This is an optimization exercise on Yosys and OpenROAD, whose aim is small area, not a production implementation.
In this exercise RTL edits were held to simulation tests only and were not proved equivalent to the original.

==> design/flow/design.v <==
module core (clk, sum_out, mem_in, inst, reset, req_in, sum_in, ack_in, req_out, ack_out, out);
parameter col = 8;
parameter bw = 8;
parameter bw_psum = 2*bw+4;
parameter pr = 16;
output [bw_psum+3:0] sum_out;
output [bw_psum*col-1:0] out;
input  [bw_psum+3:0] sum_in;
input ack_in;
input req_in;
output ack_out;
output req_out;
wire   [bw_psum*col-1:0] pmem_out;
input  [pr*bw-1:0] mem_in;
input  clk;
input  [18:0] inst; 
input  reset;
wire  div;
wire  acc;
wire  fifo_valid;
wire  [pr*bw-1:0] mac_in;
wire  [pr*bw-1:0] kmem_out;     
wire  [pr*bw-1:0] qmem_out;
wire  [bw_psum*col-1:0] pmem_in;
wire  [bw_psum*col-1:0] fifo_out;
wire  [bw_psum*col-1:0] sfp_out;
wire  [bw_psum*col-1:0] array_out;
wire  [col-1:0] fifo_wr;
wire  ofifo_rd;
wire [3:0] qkmem_add;
wire [3:0] pmem_add;
wire  qmem_rd;
wire  qmem_wr; 
wire  kmem_rd;
wire  kmem_wr; 
wire  pmem_rd;
wire  pmem_wr; 
assign div = inst[18];
assign acc = inst[17];
assign ofifo_rd = inst[16];
assign qkmem_add = inst[15:12];
assign pmem_add = inst[11:8];
assign qmem_rd = inst[5];
assign qmem_wr = inst[4];
assign kmem_rd = inst[3];
assign kmem_wr = inst[2];
assign pmem_rd = inst[1];
assign pmem_wr = inst[0];
assign mac_in  = inst[6] ? kmem_out : qmem_out;
assign pmem_in = (div) ? sfp_out :fifo_out;
assign out = pmem_in;
mac_array #(.bw(bw), .bw_psum(bw_psum), .col(col), .pr(pr)) mac_array_instance (
        .in(mac_in), 
        .clk(clk), 
        .reset(reset), 
        .inst(inst[7:6]),     
        .fifo_wr(fifo_wr),     
 .out(array_out)
);
wire o_empty;
wire req_in_q_q;
wire ack_in_q_q;
wire sfp_valid;
sfp_row #(.bw(bw), .bw_psum(bw_psum), .col(col)) sfp_row_instance (
        .clk(clk),
        .reset(reset),
        .acc(acc),
        .div(div),
        .fifo_ext_rd(ack_in_q_q),
        .sum_in(sum_in),
        .sum_out(sum_out),
        .sfp_in(pmem_out),
        .sfp_out(sfp_out),
        .o_empty(o_empty),
        .ack_out(ack_out),
        .req_in(req_in_q_q),
        .valid_out(sfp_valid)
);
ofifo #(.bw(bw_psum), .col(col))  ofifo_inst (
        .reset(reset),
        .clk(clk),
        .in(array_out),
        .wr(fifo_wr),
        .rd(ofifo_rd),
        .o_valid(fifo_valid),
        .out(fifo_out)
);
handshake handshake_init (
    .reset(reset), 
    .clk(clk), 
    .ready(!o_empty), 
    .ack(ack_in_q_q), 
    .req(req_out)
);
sync sync_ack_in (
        .clk(clk), 
        .in(ack_in), 
        .out(ack_in_q_q)
);
sync sync_req_in (
        .clk(clk), 
        .in(req_in), 
        .out(req_in_q_q)
);
sram_w16 #(.sram_bit(pr*bw)) qmem_instance (
        .CLK(clk),
        .D(mem_in),
        .Q(qmem_out),
        .CEN(!(qmem_rd||qmem_wr)),
        .WEN(!qmem_wr), 
        .A(qkmem_add)
);
sram_w16 #(.sram_bit(pr*bw)) kmem_instance (
        .CLK(clk),
        .D(mem_in),
        .Q(kmem_out),
        .CEN(!(kmem_rd||kmem_wr)),
        .WEN(!kmem_wr), 
        .A(qkmem_add)
);
wire pmem_sfp_wr = (sfp_valid) ? 1 : 0;
wire pmem_wr_disable = (div) ? 0 : pmem_wr;
sram_w16 #(.sram_bit(col*bw_psum)) psum_mem_instance (
        .CLK(clk),
        .D(pmem_in),
        .Q(pmem_out),
        .CEN(!(pmem_rd||pmem_wr)),
        .WEN(!(pmem_wr_disable || pmem_sfp_wr)), 
        .A(pmem_add)
);
endmodule
module sfp_row (clk, reset, acc, div, fifo_ext_rd, sum_in, sum_out, sfp_in, sfp_out, o_empty, ack_out, req_in, valid_out);
  parameter col = 8;
  parameter bw = 8;
  parameter bw_psum = 2*bw+4;
  input  clk, reset, div, acc, fifo_ext_rd, req_in;
  input  [bw_psum+3:0] sum_in;
  input  [col*bw_psum-1:0] sfp_in;
  wire  [col*bw_psum-1:0] abs;
  reg    div_q;
  output [col*bw_psum-1:0] sfp_out;
  output [bw_psum+3:0] sum_out;
  output valid_out;
  output ack_out;
  output o_empty;
  assign ack_out = div_q;
  wire update_rd_ptr;
  wire update_ext_rd_ptr;
  reg valid;
  reg valid_q;
  reg valid_q_q;
  reg fifo_ext_rd_q;
  reg acc_q;
  wire [bw_psum+3:0] sum_this_core;
  wire signed [bw_psum-1:0] sum_2core;
  wire signed [bw_psum-1:0] sfp_in_sign0;
  wire signed [bw_psum-1:0] sfp_in_sign1;
  wire signed [bw_psum-1:0] sfp_in_sign2;
  wire signed [bw_psum-1:0] sfp_in_sign3;
  wire signed [bw_psum-1:0] sfp_in_sign4;
  wire signed [bw_psum-1:0] sfp_in_sign5;
  wire signed [bw_psum-1:0] sfp_in_sign6;
  wire signed [bw_psum-1:0] sfp_in_sign7;
  reg signed [bw_psum-1:0] sfp_out_sign0;
  reg signed [bw_psum-1:0] sfp_out_sign1;
  reg signed [bw_psum-1:0] sfp_out_sign2;
  reg signed [bw_psum-1:0] sfp_out_sign3;
  reg signed [bw_psum-1:0] sfp_out_sign4;
  reg signed [bw_psum-1:0] sfp_out_sign5;
  reg signed [bw_psum-1:0] sfp_out_sign6;
  reg signed [bw_psum-1:0] sfp_out_sign7;
  reg [bw_psum+3:0] sum_q;
  reg fifo_wr;
  assign sfp_in_sign0 =  sfp_in[bw_psum*1-1 : bw_psum*0];
  assign sfp_in_sign1 =  sfp_in[bw_psum*2-1 : bw_psum*1];
  assign sfp_in_sign2 =  sfp_in[bw_psum*3-1 : bw_psum*2];
  assign sfp_in_sign3 =  sfp_in[bw_psum*4-1 : bw_psum*3];
  assign sfp_in_sign4 =  sfp_in[bw_psum*5-1 : bw_psum*4];
  assign sfp_in_sign5 =  sfp_in[bw_psum*6-1 : bw_psum*5];
  assign sfp_in_sign6 =  sfp_in[bw_psum*7-1 : bw_psum*6];
  assign sfp_in_sign7 =  sfp_in[bw_psum*8-1 : bw_psum*7];
  assign sfp_out[bw_psum*1-1 : bw_psum*0] = sfp_out_sign0;
  assign sfp_out[bw_psum*2-1 : bw_psum*1] = sfp_out_sign1;
  assign sfp_out[bw_psum*3-1 : bw_psum*2] = sfp_out_sign2;
  assign sfp_out[bw_psum*4-1 : bw_psum*3] = sfp_out_sign3;
  assign sfp_out[bw_psum*5-1 : bw_psum*4] = sfp_out_sign4;
  assign sfp_out[bw_psum*6-1 : bw_psum*5] = sfp_out_sign5;
  assign sfp_out[bw_psum*7-1 : bw_psum*6] = sfp_out_sign6;
  assign sfp_out[bw_psum*8-1 : bw_psum*7] = sfp_out_sign7;
  assign sum_2core = sum_this_core[bw_psum+3:7] + sum_in[bw_psum+3:7];
  wire signed [bw_psum-1:0] quot0 = sfp_in_sign0 / sum_2core;
  wire signed [bw_psum-1:0] quot1 = sfp_in_sign1 / sum_2core;
  wire signed [bw_psum-1:0] quot2 = sfp_in_sign2 / sum_2core;
  wire signed [bw_psum-1:0] quot3 = sfp_in_sign3 / sum_2core;
  wire signed [bw_psum-1:0] quot4 = sfp_in_sign4 / sum_2core;
  wire signed [bw_psum-1:0] quot5 = sfp_in_sign5 / sum_2core;
  wire signed [bw_psum-1:0] quot6 = sfp_in_sign6 / sum_2core;
  wire signed [bw_psum-1:0] quot7 = sfp_in_sign7 / sum_2core;
  assign abs[bw_psum*1-1 : bw_psum*0] = (sfp_in[bw_psum*1-1]) ?  (~sfp_in[bw_psum*1-1 : bw_psum*0] + 1)  :  sfp_in[bw_psum*1-1 : bw_psum*0];
  assign abs[bw_psum*2-1 : bw_psum*1] = (sfp_in[bw_psum*2-1]) ?  (~sfp_in[bw_psum*2-1 : bw_psum*1] + 1)  :  sfp_in[bw_psum*2-1 : bw_psum*1];
  assign abs[bw_psum*3-1 : bw_psum*2] = (sfp_in[bw_psum*3-1]) ?  (~sfp_in[bw_psum*3-1 : bw_psum*2] + 1)  :  sfp_in[bw_psum*3-1 : bw_psum*2];
  assign abs[bw_psum*4-1 : bw_psum*3] = (sfp_in[bw_psum*4-1]) ?  (~sfp_in[bw_psum*4-1 : bw_psum*3] + 1)  :  sfp_in[bw_psum*4-1 : bw_psum*3];
  assign abs[bw_psum*5-1 : bw_psum*4] = (sfp_in[bw_psum*5-1]) ?  (~sfp_in[bw_psum*5-1 : bw_psum*4] + 1)  :  sfp_in[bw_psum*5-1 : bw_psum*4];
  assign abs[bw_psum*6-1 : bw_psum*5] = (sfp_in[bw_psum*6-1]) ?  (~sfp_in[bw_psum*6-1 : bw_psum*5] + 1)  :  sfp_in[bw_psum*6-1 : bw_psum*5];
  assign abs[bw_psum*7-1 : bw_psum*6] = (sfp_in[bw_psum*7-1]) ?  (~sfp_in[bw_psum*7-1 : bw_psum*6] + 1)  :  sfp_in[bw_psum*7-1 : bw_psum*6];
  assign abs[bw_psum*8-1 : bw_psum*7] = (sfp_in[bw_psum*8-1]) ?  (~sfp_in[bw_psum*8-1 : bw_psum*7] + 1)  :  sfp_in[bw_psum*8-1 : bw_psum*7];
  fifo_depth16 #(.bw(bw_psum+4)) fifo_inst_int (
     .rd_clk(clk), 
     .wr_clk(clk), 
     .in(sum_q),
     .out(sum_this_core), 
     .rd(update_rd_ptr), 
     .wr(fifo_wr), 
     .reset(reset)
  );
  fifo_depth16 #(.bw(bw_psum+4)) fifo_inst_ext (
     .rd_clk(clk), 
     .wr_clk(clk), 
     .in(sum_q),
     .out(sum_out), 
     .rd(update_ext_rd_ptr), 
     .wr(fifo_wr), 
     .reset(reset),
     .o_empty(o_empty)
  );
  assign update_rd_ptr = (valid_q == 0 && valid == 1) ? 1 : 0;
  assign update_ext_rd_ptr = (fifo_ext_rd_q == 0 && fifo_ext_rd == 1) ? 1 : 0;
  assign valid_out = (valid_q_q == 0 && valid_q == 1 && valid == 1) ? 1 : 0;
  always @ (posedge clk) begin
    if (reset) begin
      fifo_wr <= 0;
      valid <= 0;
    end
    else begin
       fifo_ext_rd_q <= fifo_ext_rd;
       valid_q_q <= valid_q;
       valid_q <= valid;
       div_q <= div && req_in;
       acc_q <= acc;
       if (acc_q) begin
         sum_q <= 
           {4'b0, abs[bw_psum*1-1 : bw_psum*0]} +
           {4'b0, abs[bw_psum*2-1 : bw_psum*1]} +
           {4'b0, abs[bw_psum*3-1 : bw_psum*2]} +
           {4'b0, abs[bw_psum*4-1 : bw_psum*3]} +
           {4'b0, abs[bw_psum*5-1 : bw_psum*4]} +
           {4'b0, abs[bw_psum*6-1 : bw_psum*5]} +
           {4'b0, abs[bw_psum*7-1 : bw_psum*6]} +
           {4'b0, abs[bw_psum*8-1 : bw_psum*7]} ;
         fifo_wr <= 1;
       end
       else begin
         fifo_wr <= 0;
         valid <= 0;
         if (div && req_in) begin
           valid <= 1;
           sfp_out_sign0 <= (sum_2core == 0) ? {bw_psum{1'b0}} : quot0;
           sfp_out_sign1 <= (sum_2core == 0) ? {bw_psum{1'b0}} : quot1;
           sfp_out_sign2 <= (sum_2core == 0) ? {bw_psum{1'b0}} : quot2;
           sfp_out_sign3 <= (sum_2core == 0) ? {bw_psum{1'b0}} : quot3;
           sfp_out_sign4 <= (sum_2core == 0) ? {bw_psum{1'b0}} : quot4;
           sfp_out_sign5 <= (sum_2core == 0) ? {bw_psum{1'b0}} : quot5;
           sfp_out_sign6 <= (sum_2core == 0) ? {bw_psum{1'b0}} : quot6;
           sfp_out_sign7 <= (sum_2core == 0) ? {bw_psum{1'b0}} : quot7;
         end
       end
   end
 end
endmodule
module handshake(reset, clk, ready, ack, req);
input reset;
input clk;
input ready;
input ack;
output req;
parameter SIZE = 2;
parameter IDLE = 2'b00; 
parameter READY = 2'b01;  
parameter SENT_WAIT = 2'b10;
reg [1:0] counter;
reg   [SIZE-1:0]    state;   
wire  [SIZE-1:0]    next_state   ;
assign next_state = fsm_function(state, ready, ack, counter);
assign req = (state == SENT_WAIT);
function [SIZE-1:0] fsm_function;
    input [SIZE-1:0] state;
    input ready;
    input ack;
    input [1:0] counter;
    case (state)
     IDLE: if (ready) begin
                fsm_function = READY;
            end else 
                fsm_function = IDLE;
     READY: if (counter == 2'b11) begin  
                fsm_function = SENT_WAIT;
            end else
                fsm_function = READY;
     SENT_WAIT: if (ack) begin
                fsm_function = IDLE;
            end else 
                fsm_function = SENT_WAIT;
     default : fsm_function = IDLE;
    endcase
endfunction
always @ (posedge clk)
    begin
    if (reset) begin
        state <=  IDLE;
        counter <= 0;
    end else begin
        state <=  next_state;
        if (state == READY) begin
            counter <= counter + 1;
        end else begin
            counter <= 0;
        end
    end
end
endmodule
module sync(clk, in, out);
input  in; 
input  clk;
output out;
reg    int1; 
reg    int2; 
assign out = int2;
always @ (posedge clk) begin
   int1 <= in;
   int2 <= int1;
end
endmodule
module mac_array (clk, reset, in, out, fifo_wr, inst);
parameter col = 8;
parameter bw = 8;
parameter bw_psum = 2*bw+6;
parameter pr = 8;
output [bw_psum*col-1:0] out;
input  [pr*bw-1:0] in;
input  clk, reset;
input  [1:0] inst;  
output [col-1:0] fifo_wr;
wire   [col*bw_psum-1:0] psum;
wire   [2*(col+1)-1:0] inst_temp;
wire   [2*(col+1)*bw*pr-1:0] q_temp;
genvar i;
assign inst_temp[1:0]    = inst;
assign q_temp[bw*pr-1:0] = in;
for (i=1; i < col+1 ; i=i+1) begin : col_idx
   mac_col #(.bw(bw), .bw_psum(bw_psum), .pr(pr), .col_id(i)) mac_col_inst (
        .q_in( q_temp[pr*bw*i-1    :pr*bw*(i-1)]), 
        .q_out(q_temp[pr*bw*(i+1)-1:pr*bw*i]), 
        .clk(clk), 
        .reset(reset), 
        .fifo_wr(fifo_wr[i-1]),
        .i_inst(inst_temp[2*i-1:2*(i-1)]),     
        .o_inst(inst_temp[2*(i+1)-1:2*(i)]),     
	.out(out[bw_psum*i-1 : bw_psum*(i-1)])
   );
end 
endmodule
module mac_col (clk, reset, out, q_in, q_out, i_inst, fifo_wr, o_inst);
parameter bw = 8;
parameter bw_psum = 2*bw+6;
parameter pr = 8;
parameter col_id = 0;
output signed [bw_psum-1:0] out;
input  signed [pr*bw-1:0] q_in;
output signed [pr*bw-1:0] q_out;
input  clk, reset;
input  [1:0] i_inst;  
output [1:0] o_inst;  
output fifo_wr;
reg    load_ready_q;
reg    [3:0] cnt_q;
reg    [1:0] inst_q;
reg    [1:0] inst_2q;
reg   signed [pr*bw-1:0] query_q;
reg   signed [pr*bw-1:0] key_q;
wire  signed [bw_psum-1:0] psum;
assign o_inst = inst_q;
assign fifo_wr = inst_2q[1];
assign q_out  = query_q;
assign out = psum;
mac_16in #(.bw(bw), .bw_psum(bw_psum), .pr(pr)) mac_16in_instance (
        .a(query_q), 
        .b(key_q),
	.out(psum)
); 
always @ (posedge clk) begin
  if (reset) begin
    cnt_q <= 0;
    load_ready_q <= 1;
    inst_q <= 0;
    inst_2q <= 0;
  end
  else begin
    inst_q <= i_inst;
    inst_2q <= inst_q;
    if (inst_q[0]) begin
       query_q <= q_in;
       if (cnt_q == 9-col_id)begin
         cnt_q <= 0;
         key_q <= q_in;
         load_ready_q <= 0;
       end
       else if (load_ready_q)
         cnt_q <= cnt_q + 1;
    end
    else if(inst_q[1]) begin
      query_q <= q_in;
    end
  end
end
endmodule
module mac_16in (out, a, b);
parameter bw = 8;
parameter bw_psum = 2*bw+6;
parameter pr = 64;  
output [bw_psum-1:0] out;
input  [pr*bw-1:0] a;
input  [pr*bw-1:0] b;
wire		[2*bw-1:0]	product0	;
wire		[2*bw-1:0]	product1	;
wire		[2*bw-1:0]	product2	;
wire		[2*bw-1:0]	product3	;
wire		[2*bw-1:0]	product4	;
wire		[2*bw-1:0]	product5	;
wire		[2*bw-1:0]	product6	;
wire		[2*bw-1:0]	product7	;
wire		[2*bw-1:0]	product8	;
wire	[2*bw-1:0]	product9	;
wire		[2*bw-1:0]	product10	;
wire		[2*bw-1:0]	product11	;
wire		[2*bw-1:0]	product12	;
wire		[2*bw-1:0]	product13	;
wire		[2*bw-1:0]	product14	;
wire		[2*bw-1:0]	product15	;
genvar i;
assign	product0	=	{{(bw){a[bw*	1	-1]}},	a[bw*	1	-1:bw*	0	]}	*	{{(bw){b[bw*	1	-1]}},	b[bw*	1	-1:	bw*	0	]};
assign	product1	=	{{(bw){a[bw*	2	-1]}},	a[bw*	2	-1:bw*	1	]}	*	{{(bw){b[bw*	2	-1]}},	b[bw*	2	-1:	bw*	1	]};
assign	product2	=	{{(bw){a[bw*	3	-1]}},	a[bw*	3	-1:bw*	2	]}	*	{{(bw){b[bw*	3	-1]}},	b[bw*	3	-1:	bw*	2	]};
assign	product3	=	{{(bw){a[bw*	4	-1]}},	a[bw*	4	-1:bw*	3	]}	*	{{(bw){b[bw*	4	-1]}},	b[bw*	4	-1:	bw*	3	]};
assign	product4	=	{{(bw){a[bw*	5	-1]}},	a[bw*	5	-1:bw*	4	]}	*	{{(bw){b[bw*	5	-1]}},	b[bw*	5	-1:	bw*	4	]};
assign	product5	=	{{(bw){a[bw*	6	-1]}},	a[bw*	6	-1:bw*	5	]}	*	{{(bw){b[bw*	6	-1]}},	b[bw*	6	-1:	bw*	5	]};
assign	product6	=	{{(bw){a[bw*	7	-1]}},	a[bw*	7	-1:bw*	6	]}	*	{{(bw){b[bw*	7	-1]}},	b[bw*	7	-1:	bw*	6	]};
assign	product7	=	{{(bw){a[bw*	8	-1]}},	a[bw*	8	-1:bw*	7	]}	*	{{(bw){b[bw*	8	-1]}},	b[bw*	8	-1:	bw*	7	]};
assign	product8	=	{{(bw){a[bw*	9	-1]}},	a[bw*	9	-1:bw*	8	]}	*	{{(bw){b[bw*	9	-1]}},	b[bw*	9	-1:	bw*	8	]};
assign	product9	=	{{(bw){a[bw*	10	-1]}},	a[bw*	10	-1:bw*	9	]}	*	{{(bw){b[bw*	10	-1]}},	b[bw*	10	-1:	bw*	9	]};
assign	product10	=	{{(bw){a[bw*	11	-1]}},	a[bw*	11	-1:bw*	10	]}	*	{{(bw){b[bw*	11	-1]}},	b[bw*	11	-1:	bw*	10	]};
assign	product11	=	{{(bw){a[bw*	12	-1]}},	a[bw*	12	-1:bw*	11	]}	*	{{(bw){b[bw*	12	-1]}},	b[bw*	12	-1:	bw*	11	]};
assign	product12	=	{{(bw){a[bw*	13	-1]}},	a[bw*	13	-1:bw*	12	]}	*	{{(bw){b[bw*	13	-1]}},	b[bw*	13	-1:	bw*	12	]};
assign	product13	=	{{(bw){a[bw*	14	-1]}},	a[bw*	14	-1:bw*	13	]}	*	{{(bw){b[bw*	14	-1]}},	b[bw*	14	-1:	bw*	13	]};
assign	product14	=	{{(bw){a[bw*	15	-1]}},	a[bw*	15	-1:bw*	14	]}	*	{{(bw){b[bw*	15	-1]}},	b[bw*	15	-1:	bw*	14	]};
assign	product15	=	{{(bw){a[bw*	16	-1]}},	a[bw*	16	-1:bw*	15	]}	*	{{(bw){b[bw*	16	-1]}},	b[bw*	16	-1:	bw*	15	]};
assign out = 
                {{(4){product0[2*bw-1]}},product0	}
	+	{{(4){product1[2*bw-1]}},product1	}
	+	{{(4){product2[2*bw-1]}},product2	}
	+	{{(4){product3[2*bw-1]}},product3	}
	+	{{(4){product4[2*bw-1]}},product4	}
	+	{{(4){product5[2*bw-1]}},product5	}
	+	{{(4){product6[2*bw-1]}},product6	}
	+	{{(4){product7[2*bw-1]}},product7	}
	+	{{(4){product8[2*bw-1]}},product8	}
	+	{{(4){product9[2*bw-1]}},product9	}
	+	{{(4){product10[2*bw-1]}},product10	}
	+	{{(4){product11[2*bw-1]}},product11	}
	+	{{(4){product12[2*bw-1]}},product12	}
	+	{{(4){product13[2*bw-1]}},product13	}
	+	{{(4){product14[2*bw-1]}},product14	}
	+	{{(4){product15[2*bw-1]}},product15	};
endmodule
module ofifo (clk, in, out, rd, wr, o_valid, reset, o_full);
  parameter col  = 16;
  parameter simd = 1;
  parameter bw = 24;
  input  clk;
  input  [col-1:0] wr;
  input  rd;
  input  reset;
  input  [simd*col*bw-1:0] in;
  output [simd*col*bw-1:0] out;
  output o_full;
  output o_valid;
  wire  [col-1:0] full;
  wire  [col-1:0] empty; 
  assign o_full = full[7];
  assign o_valid = !empty[0] && !empty[1] && !empty[2] && !empty[3] && !empty[4] && !empty[5] && !empty[6] && !empty[7];
  genvar i;
  for (i=0; i < col ; i=i+1) begin : col_idx
      fifo_depth16 #(.bw(bw), .simd(simd)) fifo_instance (
	 .rd_clk(clk),
	 .wr_clk(clk),
	 .rd(rd),
	 .wr(wr[i]),
	 .in(in[bw*simd*(i+1)-1:bw*simd*i]),
	 .out(out[bw*simd*(i+1)-1:bw*simd*i]),
	 .o_full(full[i]),
	 .o_empty(empty[i]),
         .reset(reset));
  end
endmodule
module fifo_depth16 (rd_clk, wr_clk, in, out, rd, wr, o_full, o_empty, reset);
  parameter bw = 4;
  parameter simd = 1;
  input  rd_clk;
  input  wr_clk;
  input  rd;
  input  wr;
  input  reset;
  output o_full;
  output o_empty;
  input  [simd*bw-1:0] in;
  output [simd*bw-1:0] out;
  wire full, empty;
  reg [4:0] rd_ptr;
  reg [4:0] wr_ptr;
  reg [simd*bw-1:0] q0;
  reg [simd*bw-1:0] q1;
  reg [simd*bw-1:0] q2;
  reg [simd*bw-1:0] q3;
  reg [simd*bw-1:0] q4;
  reg [simd*bw-1:0] q5;
  reg [simd*bw-1:0] q6;
  reg [simd*bw-1:0] q7;
  reg [simd*bw-1:0] q8;
  reg [simd*bw-1:0] q9;
  reg [simd*bw-1:0] q10;
  reg [simd*bw-1:0] q11;
  reg [simd*bw-1:0] q12;
  reg [simd*bw-1:0] q13;
  reg [simd*bw-1:0] q14;
  reg [simd*bw-1:0] q15;
 assign empty = (wr_ptr == rd_ptr) ? 1'b1 : 1'b0 ;
 assign full  = ((wr_ptr[3:0] == rd_ptr[3:0]) && (wr_ptr[4] != rd_ptr[4])) ? 1'b1 : 1'b0;
 assign o_full  = full;
 assign o_empty = empty;
  fifo_mux_16_1 #(.bw(bw), .simd(simd)) fifo_mux_16_1a (.in0(q0), .in1(q1), .in2(q2), .in3(q3), .in4(q4), .in5(q5), .in6(q6), .in7(q7),
                                 .in8(q8), .in9(q9), .in10(q10), .in11(q11), .in12(q12), .in13(q13), .in14(q14), .in15(q15),
	                         .sel(rd_ptr[3:0]), .out(out));
 always @ (posedge rd_clk) begin
   if (reset) begin
      rd_ptr <= 5'b00000;
   end
   else if ((rd == 1) && (empty == 0)) begin
      rd_ptr <= rd_ptr + 1;
   end
 end
 always @ (posedge wr_clk) begin
   if (reset) begin
      wr_ptr <= 5'b00000;
   end
   else begin 
      if ((wr == 1) && (full == 0)) begin
        wr_ptr <= wr_ptr + 1;
      end
      if (wr == 1) begin
        case (wr_ptr[3:0])
         4'b0000   :    q0  <= in ;
         4'b0001   :    q1  <= in ;
         4'b0010   :    q2  <= in ;
         4'b0011   :    q3  <= in ;
         4'b0100   :    q4  <= in ;
         4'b0101   :    q5  <= in ;
         4'b0110   :    q6  <= in ;
         4'b0111   :    q7  <= in ;
         4'b1000   :    q8  <= in ;
         4'b1001   :    q9  <= in ;
         4'b1010   :    q10 <= in ;
         4'b1011   :    q11 <= in ;
         4'b1100   :    q12 <= in ;
         4'b1101   :    q13 <= in ;
         4'b1110   :    q14 <= in ;
         4'b1111   :    q15 <= in ;
        endcase
      end
   end
 end
endmodule
module fifo_mux_16_1 (out, sel, in0, in1, in2, in3, in4, in5, in6, in7, in8, in9, in10, in11, in12, in13, in14, in15 );
  parameter bw = 4;
  parameter simd = 8;
  input  [3:0 ] sel ;
  input  [simd*bw-1:0] in0;
  input  [simd*bw-1:0] in1;
  input  [simd*bw-1:0] in2;
  input  [simd*bw-1:0] in3;
  input  [simd*bw-1:0] in4;
  input  [simd*bw-1:0] in5;
  input  [simd*bw-1:0] in6;
  input  [simd*bw-1:0] in7;
  input  [simd*bw-1:0] in8;
  input  [simd*bw-1:0] in9;
  input  [simd*bw-1:0] in10;
  input  [simd*bw-1:0] in11;
  input  [simd*bw-1:0] in12;
  input  [simd*bw-1:0] in13;
  input  [simd*bw-1:0] in14;
  input  [simd*bw-1:0] in15;
  output [simd*bw-1:0] out;
  wire   [simd*bw-1:0] out_sub0, out_sub1 ;
 fifo_mux_8_1  #(.bw(bw), .simd(simd)) mux_8_1a (.in0(in0), .in1(in1), .in2(in2), .in3(in3), .in4(in4), .in5(in5), .in6(in6), .in7(in7),       .sel(sel[2:0]), .out(out_sub0));
 fifo_mux_8_1  #(.bw(bw), .simd(simd)) mux_8_1b (.in0(in8), .in1(in9), .in2(in10), .in3(in11), .in4(in12), .in5(in13), .in6(in14), .in7(in15), .sel(sel[2:0]), .out(out_sub1));
 fifo_mux_2_1  #(.bw(bw), .simd(simd)) mux_2_1a (.in0(out_sub0), .in1(out_sub1), .sel(sel[3]), .out(out));
endmodule
module fifo_mux_8_1 (out, sel, in0, in1, in2, in3, in4, in5, in6, in7 );
  parameter bw = 4;
  parameter simd = 8;
  input  [2:0 ] sel ;
  input  [simd*bw-1:0] in0;
  input  [simd*bw-1:0] in1;
  input  [simd*bw-1:0] in2;
  input  [simd*bw-1:0] in3;
  input  [simd*bw-1:0] in4;
  input  [simd*bw-1:0] in5;
  input  [simd*bw-1:0] in6;
  input  [simd*bw-1:0] in7;
  output [simd*bw-1:0] out;
  wire   [simd*bw-1:0] out_sub0_0, out_sub0_1, out_sub0_2, out_sub0_3 ;
  wire   [simd*bw-1:0] out_sub1_0, out_sub1_1 ;
 fifo_mux_2_1 #(.bw(bw), .simd(simd)) fifo_mux_2_1a (.in0(in0), .in1(in1), .sel(sel[0]), .out(out_sub0_0));
 fifo_mux_2_1 #(.bw(bw), .simd(simd)) fifo_mux_2_1b (.in0(in2), .in1(in3), .sel(sel[0]), .out(out_sub0_1));
 fifo_mux_2_1 #(.bw(bw), .simd(simd)) fifo_mux_2_1c (.in0(in4), .in1(in5), .sel(sel[0]), .out(out_sub0_2));
 fifo_mux_2_1 #(.bw(bw), .simd(simd)) fifo_mux_2_1d (.in0(in6), .in1(in7), .sel(sel[0]), .out(out_sub0_3));
 fifo_mux_2_1 #(.bw(bw), .simd(simd)) fifo_mux_2_1e (.in0(out_sub0_0), .in1(out_sub0_1), .sel(sel[1]), .out(out_sub1_0));
 fifo_mux_2_1 #(.bw(bw), .simd(simd)) fifo_mux_2_1f (.in0(out_sub0_2), .in1(out_sub0_3), .sel(sel[1]), .out(out_sub1_1));
 fifo_mux_2_1 #(.bw(bw), .simd(simd)) fifo_mux_2_1g (.in0(out_sub1_0), .in1(out_sub1_1), .sel(sel[2]), .out(out));
endmodule
module fifo_mux_2_1(in0, in1, sel, out);
  parameter bw = 8;
  parameter simd = 4;
  input [simd*bw-1:0] in0;
  input [simd*bw-1:0] in1; 
  input sel;
  output [simd*bw-1:0] out;
  wire sbar; 
  wire [simd*bw-1:0] w1, w2, out;
  genvar i;
  not G01 (sbar, sel);
  for (i=0; i < simd*bw ; i=i+1) begin : gen
     and G0  (w1[i], in0[i], sbar);
     and G1  (w2[i], in1[i], sel);
     or  G2  (out[i], w1[i], w2[i]);
  end
 endmodule
module sram_w16 (CLK, D, Q, CEN, WEN, A);
  parameter sram_bit = 128;
  input  CLK;
  input  WEN;
  input  CEN;
  input  [sram_bit-1:0] D;
  input  [3:0] A;
  output reg [sram_bit-1:0] Q;
  reg [sram_bit-1:0] memory0;
  reg [sram_bit-1:0] memory1;
  reg [sram_bit-1:0] memory2;
  reg [sram_bit-1:0] memory3;
  reg [sram_bit-1:0] memory4;
  reg [sram_bit-1:0] memory5;
  reg [sram_bit-1:0] memory6;
  reg [sram_bit-1:0] memory7;
  reg [sram_bit-1:0] memory8;
  reg [sram_bit-1:0] memory9;
  reg [sram_bit-1:0] memory10;
  reg [sram_bit-1:0] memory11;
  reg [sram_bit-1:0] memory12;
  reg [sram_bit-1:0] memory13;
  reg [sram_bit-1:0] memory14;
  reg [sram_bit-1:0] memory15;
  always @ (posedge CLK) begin
   if (!CEN && WEN) begin  
     case (A)
      4'b0000: Q <= memory0; 
      4'b0001: Q <= memory1; 
      4'b0010: Q <= memory2; 
      4'b0011: Q <= memory3; 
      4'b0100: Q <= memory4; 
      4'b0101: Q <= memory5; 
      4'b0110: Q <= memory6; 
      4'b0111: Q <= memory7; 
      4'b1000: Q <= memory8; 
      4'b1001: Q <= memory9; 
      4'b1010: Q <= memory10; 
      4'b1011: Q <= memory11; 
      4'b1100: Q <= memory12; 
      4'b1101: Q <= memory13; 
      4'b1110: Q <= memory14; 
      4'b1111: Q <= memory15; 
    endcase
   end
   else if (!CEN && !WEN) begin  
     case (A)
      4'b0000: memory0  <= D; 
      4'b0001: memory1  <= D; 
      4'b0010: memory2  <= D; 
      4'b0011: memory3  <= D; 
      4'b0100: memory4  <= D; 
      4'b0101: memory5  <= D; 
      4'b0110: memory6  <= D; 
      4'b0111: memory7  <= D; 
      4'b1000: memory8  <= D; 
      4'b1001: memory9  <= D; 
      4'b1010: memory10 <= D; 
      4'b1011: memory11 <= D; 
      4'b1100: memory12 <= D; 
      4'b1101: memory13 <= D; 
      4'b1110: memory14 <= D; 
      4'b1111: memory15 <= D; 
    endcase
  end
end
endmodule
==> design/flow/run.sh <==
#!/bin/bash
# synth_recipe.tcl (not shown) runs the flow's synth.tcl, then flattens the netlist and writes it again
# the make line also repeats each setting of config.mk as NAME=value (left out here)
make -C /OpenROAD-flow-scripts/flow DESIGN_CONFIG=/design/flow/config.mk WORK_HOME=/design/flow/orfs CLKGATE_MAP_FILE= SYNTH_SCRIPT=/design/flow/synth_recipe.tcl finish
==> design/flow/config.mk <==
export PLATFORM = sky130hd
export DESIGN_NAME = core
export DESIGN_NICKNAME = core
export VERILOG_FILES = /design/flow/design.v
export SDC_FILE = /design/flow/constraint.sdc
export NUM_CORES = 8
export LEC_CHECK = 0
export CAP_MARGIN = 20
export CORE_MARGIN = 2
export CORE_UTILIZATION = 40
export SLEW_MARGIN = 20
==> design/flow/constraint.sdc <==
create_clock -name core_clock -period 60.0 [get_ports {clk}]
set_input_delay 12.0000 -clock core_clock [delete_from_list [all_inputs] [get_ports {clk}]]
set_output_delay 12.0000 -clock core_clock [all_outputs]
set_load 0.01 [all_outputs]
==> impl_metrics.ini <==
[outcome]
outcome = timing/DRC/antenna clean

[sta]
min_period_over_period_pct = 96.1
finClkSkew_ps = 137
hold_viol_final = 0
setup_viol_count_final = 0
slew_viol_final = 0
period_minus_slack_ps = 57630
slew-limit-headroom_pct = 15.0
fmax_mhz = 17.4
worst_slew_pin_slew_ps = 1280
whs_ps = 329

[route]
drc = 0
wl_per_cell_um = 26.2
firstDrtPassIters = 8
routed_wl_um = 2680000
dr_total_vias = 563000
vias_per_cell = 5.51
postRouteAntennaNets = 0
drt_iter0_drc = 53300

[global_route]
grt_max_degree = 113
grt_pass1_wl_um = 3920000
gr-usage-all-layers_pct = 23.8
antenna_found_initial = 246
grt-ovfl-total = 0
grt_pass1_vias = 574000

[floorplanning]
core_um2 = 2220000
rows = 547
fp.dieH_um = 1490
die_w_um = 1490
pin_count = 361
start_util_pct = 40.1
dieArea_um2 = 2230000

[worst_setup_path]
crit_path_start_kind = input pin
crit_required_ps = 61060
ff2ff_path_depth = 206
arrival_ps = 58690
worstReg2RegEnd = sfp_row_instance.sfp_out_sign1[19]
crit_buf_inv = 14
crit_fanout = 24
rrSetupSlack_ps = 10620
cp_slowest_cell = clkdlybuf4s50_1
worstSetupEndpointType = flip-flop
max_stage_delay_ps = 590
timing.rr.start = sfp_row_instance.fifo_inst_int.rd_ptr[0]
cpMostUsedCell = ha_1
cpLargestDelayFamily = compound AO/OA/AOI/OAI gates
path_class = in -> reg

[logic_synthesis]
netlist_area_um2 = 889000
synthTopCellsByArea = edfxtp_1 (42%), fa_1 (21%), ha_1 (8.0%)
synth_warnings = 15
synthCells = 70400
synth_top_cell_by_area = edfxtp_1
syn_nets = 85300
synthArstFlopShare_pct = 0
synth_edf_count = 12500
synth_seq_cells = 12700
synth_ff_type = edfxtp_1
syn_avg_cell_area_um2 = 12.6
synth_top_area_share_pct = 42.3
seq_area_frac_synth_pct = 42.7
ys_types = 114

[placement]
io_buffers = 353
dpl.hpwl_um = 1900000
place_inst = 99700
routabilityCongestion = 0.954

[finish]
fin_util_pct = 44.2
drive_gt1_share_pct = 7.58
synthToLayoutAreaGrowth_pct = 10.3
fin_nets = 86700
top_regs = mac_array_instance.col_idx.mac_col_inst.key_q (1024), mac_array_instance.col_idx.mac_col_inst.query_q (1024)
fin_cells = 102000

[clock_network]
cts-root-buf = clkbuf_16
cts_tree = built
clk_pin_slew_worst_paths_ps = 60
hold_buffers = 0
insertion_delay_ps = 1440
clkSinkCount = 12700
cts_made_buffers = 1352
htreeDepth = 7
clockBufferDepth = 6

[job]
maxCapViolations = 0

[min_path]
holdPathEnd = sync_req_in.int2
hold_path.class = reg -> reg
worstHoldStart = sync_req_in.int1
hold_depth = 0
## cell usage in the layout (no fill, tap or decap), drive strengths merged, types with 414 or more instances in the layout
| cell | instances |
|---|---|
| a21o | 631 |
| a21oi | 2529 |
| a22oi | 2273 |
| and2 | 4825 |
| buf | 1292 |
| clkbuf | 1699 |
| clkinv | 499 |
| edfxtp | 12500 |
| fa | 9140 |
| ha | 5671 |
| inv | 10400 |
| mux2 | 493 |
| mux4 | 1005 |
| nand2 | 4277 |
| nand2b | 1052 |
| nand3 | 668 |
| nand4 | 681 |
| nor2 | 2018 |
| nor3 | 760 |
| o21a | 550 |
| o21ai | 1092 |
| o21bai | 856 |
| o22a | 414 |
| xnor2 | 2893 |
| xor2 | 638 |
## timing repair
item / CTS / global route
pin swaps: 0 / 26
setup buffers: 0 / 44
setup endpoints to repair: 16 / 160
resized for setup: 4 / 264
## routing by layer
metal | routed length [um] | vias up | track usage, %
met4 | 139000 | 82 | 10.1
li1 | - | 246000 | -
met3 | 206000 | 4344 | 3.81
met5 | 575 | - | 0
met1 | 1080000 | 292000 | 31.5
met2 | 1250000 | 20500 | 38.8
## Yosys cell counts (53+ instances only)
cell,count
o21ai_0,1058
a211o_1,53
a21oi_1,2527
nand2b_1,1052
o22a_1,414
xnor2_1,2893
nor2_1,2017
a211oi_1,125
nand3_1,668
edfxtp_1,12500
ha_1,5671
o21a_1,550
a21o_1,631
mux2_2,493
nor3_1,758
nand4_1,680
o21bai_1,855
fa_1,9140
a221oi_1,352
nor2b_1,221
and3_1,114
o211ai_1,104
a21boi_0,138
o31ai_1,227
a22oi_1,2273
dfxtp_1,167
or2_2,129
nand2_1,4277
xor2_1,638
clkbuf_1,1270
inv_1,10400
or3_1,281
and2_1,4824
nor4_1,97
mux4_2,1005
mux2i_1,134
buf_1,260
a31oi_1,156
a22o_1,351
## worst max path at each step
stage	cells after the start	from	endpoint	slack [ps]
2_1_floorplan	203	sum_in[13]	sfp_row_instance.sfp_out_sign6[17]	380
3_3_place_gp	206	sum_in[7]	sfp_row_instance.sfp_out_sign1[10]	-1430
3_5_place_dp	206	sum_in[7]	sfp_row_instance.sfp_out_sign1[10]	-1800
4_1_cts	206	sum_in[7]	sfp_row_instance.sfp_out_sign1[10]	140
5_1_grt	213	sum_in[11]	sfp_row_instance.sfp_out_sign7[18]	-130
6_report	204	sum_in[9]	sfp_row_instance.sfp_out_sign1[19]	2370
## cell type report
class | count | area (um2)
diodes | 175 | 438
clock buffers | 1697 | 35700
clock inverters | 707 | 7050
fillers | 202000 | 1240000
inverters | 10400 | 39000
multi-input cells | 45700 | 468000
flip-flops and latches | 12700 | 380000
well taps | 29400 | 36700
repair buffers | 1617 | 13900
## logic make-up (layout without fill, tap and decap cells)
kind of cell / count (synthesis) / in the layout / share of synthesized area, %
AO/OA/AOI/OAI: 10400 / 10400 / 8.00
XOR/XNOR: 3531 / 3531 / 3.48
adder cells (fa/ha/maj): 14800 / 14800 / 28.6
multiplexers: 1632 / 1632 / 3.32
flip-flops: 12700 / 12700 / 42.7
other: 0 / 175 / 0
buffers and inverters: 12000 / 14400 / 5.07
AND/OR/NAND/NOR: 15300 / 15300 / 8.89
## per-stage QoR
| step | setup TNS (ps) | setup slack, ps | area (um2) |
|---|---|---|---|
| 3_3_place_gp | -31280 | -1430 | 936000 |
| 4_1_cts | 0 | 142 | 978000 |
| 5_1_grt | -863 | -128 | 980000 |
| 3_5_place_dp | -47910 | -1800 | 936000 |
| 2_1_floorplan | 0 | 375 | 889000 |
| 6_report | 0 | 2370 | 980000 |

-- static timing again, ports no longer ideal --
In the flow no input, the clock included, has a driving cell. The finished layout below was timed again as built, in two steps. Step 1 sets driving cells, clkbuf_16 on the clock port and buf_2 on the other inputs (assumed; they add their load-dependent delay and slew). Step 2 times the ports against the registers' clock, not the clock port: input delays grow and output delays shrink by t, the midpoint of the rising clock arrivals with the driver on. Three values: no drivers, after step 1, after step 2; two values: the first two.
t, ns: 1.587
slack for setup (ns): 2.368 / 2.559 / 0.972
worst setup path after step 2: input to register
worst slew at a driven data input, ns: 0.36
cell pins on the clock port's net: 1
After both steps this run still meets setup and hold. The setup slack of this run moves by +0.191 ns with the drivers and by -1.396 ns with both steps.
